Source: an optimization exercise on an open RTL-to-GDS flow (aim: small area). Production flows keep margins and buffers that such runs may drop.
Only simulation tests tie the RTL to the original design; equivalence was not proved.
No activity file was given, so power comes from the tool's default toggle rates.

==> inputs of run H <==
## irig
module irig(input         clk,
            input         rst,
            input         irigb,
            output        pps,
            output reg [5:0]  ts_second,
            output reg [5:0]  ts_minute,
            output reg [4:0]  ts_hour,
            output reg [8:0]  ts_day,
            output reg [6:0]  ts_year,
            output reg [16:0] ts_sec_day,
            output [3:0]  state);
Settings: LEC_CHECK=0, CAP_MARGIN=20, CORE_MARGIN=2, CORE_UTILIZATION=40, SLEW_MARGIN=20; clock period 10.0 ns.
standard.sh (not shown) runs the stock make flow with config.mk's settings and CLKGATE_MAP_FILE= SYNTH_SCRIPT=/design/flow/synth_recipe.tcl, a recipe that flattens the netlist after the stock synthesis.
==> flow/flow/run.sh <==
#!/bin/bash
# Own layout flow: the standard synthesis, its combinational logic re-mapped for area
# (flip-flops untouched), then the standard ORFS layout with small port buffers and a
# clock tree without dummy loads. Each tool's output goes to a log file in this folder.
set -uo pipefail
W=$(pwd)
F=$W/flow
YOSYS=$(command -v yosys || echo /OpenROAD-flow-scripts/tools/install/yosys/bin/yosys)
R=$W/orfs/results/$FLOW_PLATFORM/irig/base
export LIB_FILE=$FLOW_HOME/platforms/$FLOW_PLATFORM/lib/sky130_fd_sc_hd__tt_025C_1v80.lib
export FLOW_TOP

bash standard.sh synth > $W/log_1_std_synth.log 2>&1 || exit 1
cp $R/1_2_yosys.v $W/std_1_2_yosys.v

# don't-use cells of the platform
export DONT_USE=$(sed -n '/DONT_USE_CELLS/,/^#/p' $FLOW_HOME/platforms/$FLOW_PLATFORM/config.mk | grep -o 'sky130_fd_sc_hd__[a-z0-9_]*' | tr '\n' ' ')
# cells kept as they are: flip-flops and tie cells
export KEEP_CELLS=$(grep -o 'sky130_fd_sc_hd__\(dfxtp\|dfrtp\|dfstp\|dfbbp\|dfxbp\|edfxtp\|sdf[a-z]*\|conb\)_[0-9]*' $W/std_1_2_yosys.v | sort -u | tr '\n' ' ')

best=""; best_area=""
for s in $F/abc_*.script; do
  n=$(basename $s .script)
  NETLIST_IN=$W/std_1_2_yosys.v NETLIST_OUT=$W/resyn_$n.v ABC_SCRIPT=$s STAT_OUT=$W/resyn_$n.stat \
    $YOSYS -c $F/resyn.tcl > $W/log_2_resyn_$n.log 2>&1 || continue
  a=$(grep -a "Chip area for module" $W/resyn_$n.stat | tail -1 | awk '{print $NF}')
  [ -z "$a" ] && continue
  sed -e "s#@LIB@#$LIB_FILE#" -e "s#@GOLD@#$W/std_1_2_yosys.v#" -e "s#@GATE@#$W/resyn_$n.v#" -e "s#@TOP@#$FLOW_TOP#" $F/equiv.ys > $W/equiv_$n.ys
  timeout 600 $YOSYS -s $W/equiv_$n.ys > $W/log_3_equiv_$n.log 2>&1 || continue
  grep -q "SUCCESS" $W/log_3_equiv_$n.log || continue
  if [ -z "$best" ] || awk "BEGIN{exit !($a < $best_area)}"; then best=$n; best_area=$a; fi
done
echo "best resynthesis: ${best:-none} $best_area" | tee $W/resyn_choice.txt
if [ -n "$best" ]; then
  cp $W/resyn_$best.v $R/1_2_yosys.v
  rm -f $R/1_synth.odb $R/1_synth.sdc
  bash standard.sh synth > $W/log_4_synth_odb.log 2>&1 || exit 1
fi

export BUFFER_PORTS_ARGS="-buffer_cell sky130_fd_sc_hd__buf_1"
export CTS_ARGS="-sink_clustering_enable -repair_clock_nets -dont_use_dummy_load -buf_list sky130_fd_sc_hd__clkbuf_8 -root_buf sky130_fd_sc_hd__clkbuf_8 -sink_clustering_size 40 -sink_clustering_max_diameter 150"
bash standard.sh finish > $W/log_5_layout.log 2>&1 || exit 1
==> flow/flow/abc_a2.script <==
&get -n
&st
&dch -f
&nf -a
&put
==> flow/flow/abc_a4.script <==
strash
dc2
dch -f
amap
topo
==> flow/flow/abc_a6.script <==
strash
dc2
balance; rewrite; refactor; balance; rewrite; rewrite -z; balance; refactor -z; rewrite -z; balance
dc2
dch -f
amap
topo
==> flow/flow/abc_a7.script <==
strash
balance -l; resub -K 6 -l; rewrite -l; resub -K 6 -N 2 -l; refactor -l; resub -K 8 -l; balance -l; resub -K 8 -N 2 -l; rewrite -l; resub -K 10 -l; rewrite -z -l; resub -K 10 -N 2 -l; balance -l; resub -K 12 -l; refactor -z -l; resub -K 12 -N 2 -l; rewrite -z -l; balance -l
dch -f
amap
strash
balance -l; resub -K 6 -l; rewrite -l; resub -K 6 -N 2 -l; refactor -l; resub -K 8 -l; balance -l; resub -K 8 -N 2 -l; rewrite -l; resub -K 10 -l; rewrite -z -l; resub -K 10 -N 2 -l; balance -l; resub -K 12 -l; refactor -z -l; resub -K 12 -N 2 -l; rewrite -z -l; balance -l
dch -f
amap
topo
==> flow/flow/equiv.ys <==
# Combinational proof that the re-mapped netlist equals the standard synthesis's: flip-flops
# (same instance and output names in both) are cut into inputs and outputs.
read_liberty -ignore_miss_func @LIB@
read_verilog @GOLD@
rename @TOP@ gold
read_verilog @GATE@
rename @TOP@ gate
flatten gold gate
select -module gold w:_* w:*.* %u
rename -hide
select -clear
select -module gate w:_* w:*.* %u
rename -hide
select -clear
opt_clean -purge gold gate
expose -evert-dff gold/t:$_DFF* gate/t:$_DFF*
opt_clean -purge gold gate
miter -equiv -flatten -make_assert gold gate miter
hierarchy -top miter
sat -verify -prove-asserts miter
==> flow/flow/resyn.tcl <==
# Re-map the combinational logic of the standard synthesis with an area-oriented ABC script.
# The flip-flops (and their instance names) are kept as the standard synthesis made them.
yosys -import
set lib $::env(LIB_FILE)
set netlist $::env(NETLIST_IN)
set out $::env(NETLIST_OUT)
set script $::env(ABC_SCRIPT)
read_liberty -ignore_miss_func $lib
read_verilog $netlist
hierarchy -top $::env(FLOW_TOP)
foreach m [list {*}[split $::env(KEEP_CELLS)]] { blackbox $m }
flatten
yosys rename -hide w:_* w:*.*
opt_clean -purge
set du {}
foreach c [split $::env(DONT_USE)] { if {$c ne ""} { lappend du -dont_use $c } }
abc -script $script -liberty $lib {*}$du
opt_clean -purge
hilomap -singleton -hicell sky130_fd_sc_hd__conb_1 HI -locell sky130_fd_sc_hd__conb_1 LO
splitnets
opt_clean -purge
hierarchy -top $::env(FLOW_TOP)
tee -o $::env(STAT_OUT) stat -liberty $lib
write_verilog -noattr -noexpr -nohex -nodec $out
==> run M: changes against run H <==
==> flow/run.sh (new file) <==
#!/bin/bash
# synth_recipe.tcl (not shown) runs the flow's synth.tcl, then flattens the netlist and writes it again
# the make line also repeats each setting of config.mk as NAME=value (left out here)
make -C /OpenROAD-flow-scripts/flow DESIGN_CONFIG=/design/flow/config.mk WORK_HOME=/design/flow/orfs CLKGATE_MAP_FILE= SYNTH_SCRIPT=/design/flow/synth_recipe.tcl finish
removed: flow/flow/run.sh
removed: flow/flow/abc_a2.script
removed: flow/flow/abc_a4.script
removed: flow/flow/abc_a6.script
removed: flow/flow/abc_a7.script
removed: flow/flow/equiv.ys
removed: flow/flow/resyn.tcl
removed: flow/standard.sh
==> notes <==
- Run M finished with timing, DRC and antenna clean. Run H passed the timing, DRC and antenna checks.
- In flip-flop and latch count, run H and run M do not differ.
- Of run H and run M, run H has the higher sequential share of layout area (gap 9.1 points).
- Against run H, the clock skew of run M is lower by 0.018 ns.
- In run H the routed wire length is lower than in run M, by 23%.
- Against run H, the cell count of run M is larger by about 10%.
- Between run H and run M, the lower synthesized cell count is in run H (gap 15%, measured against run M).
- Between run H and run M, the lower via count is in run H (gap about 11%, measured against run M).
- Of run H and run M, run H has the higher hold slack (gap 0.0069 ns).
- Against run H, the clock power of run M is higher by about 70%.

==> what the ideal ports hide <==
The results above use ideal ports. As a check the final layouts listed here were re-extracted and re-timed, cells and wires unchanged. Step 1: set_driving_cell puts a clkbuf_16 on clk and a buf_2 on each other input, an assumption about the parent block. Step 2 also shifts input and output timing later by t, the mid clock arrival at the registers, as if the neighbouring blocks saw the same clock. Slacks: no drivers / after step 1 / after step 2; pairs: no drivers / after step 1.
run	shift t [ns]	setup WS [ns]	worst setup path at the end	latest minus earliest clock arrival (ns)
run H	0.473	5.490 / 5.479 / 5.479	input to output	0.025 / 0.026
run M	0.458	3.806 / 3.806 / 3.806	register to register	0.007 / 0.007
After both steps setup and hold are still met in every run listed. The setup slack of run H, which loses most, moves by -0.011 ns with the drivers and by -0.011 ns with both steps.
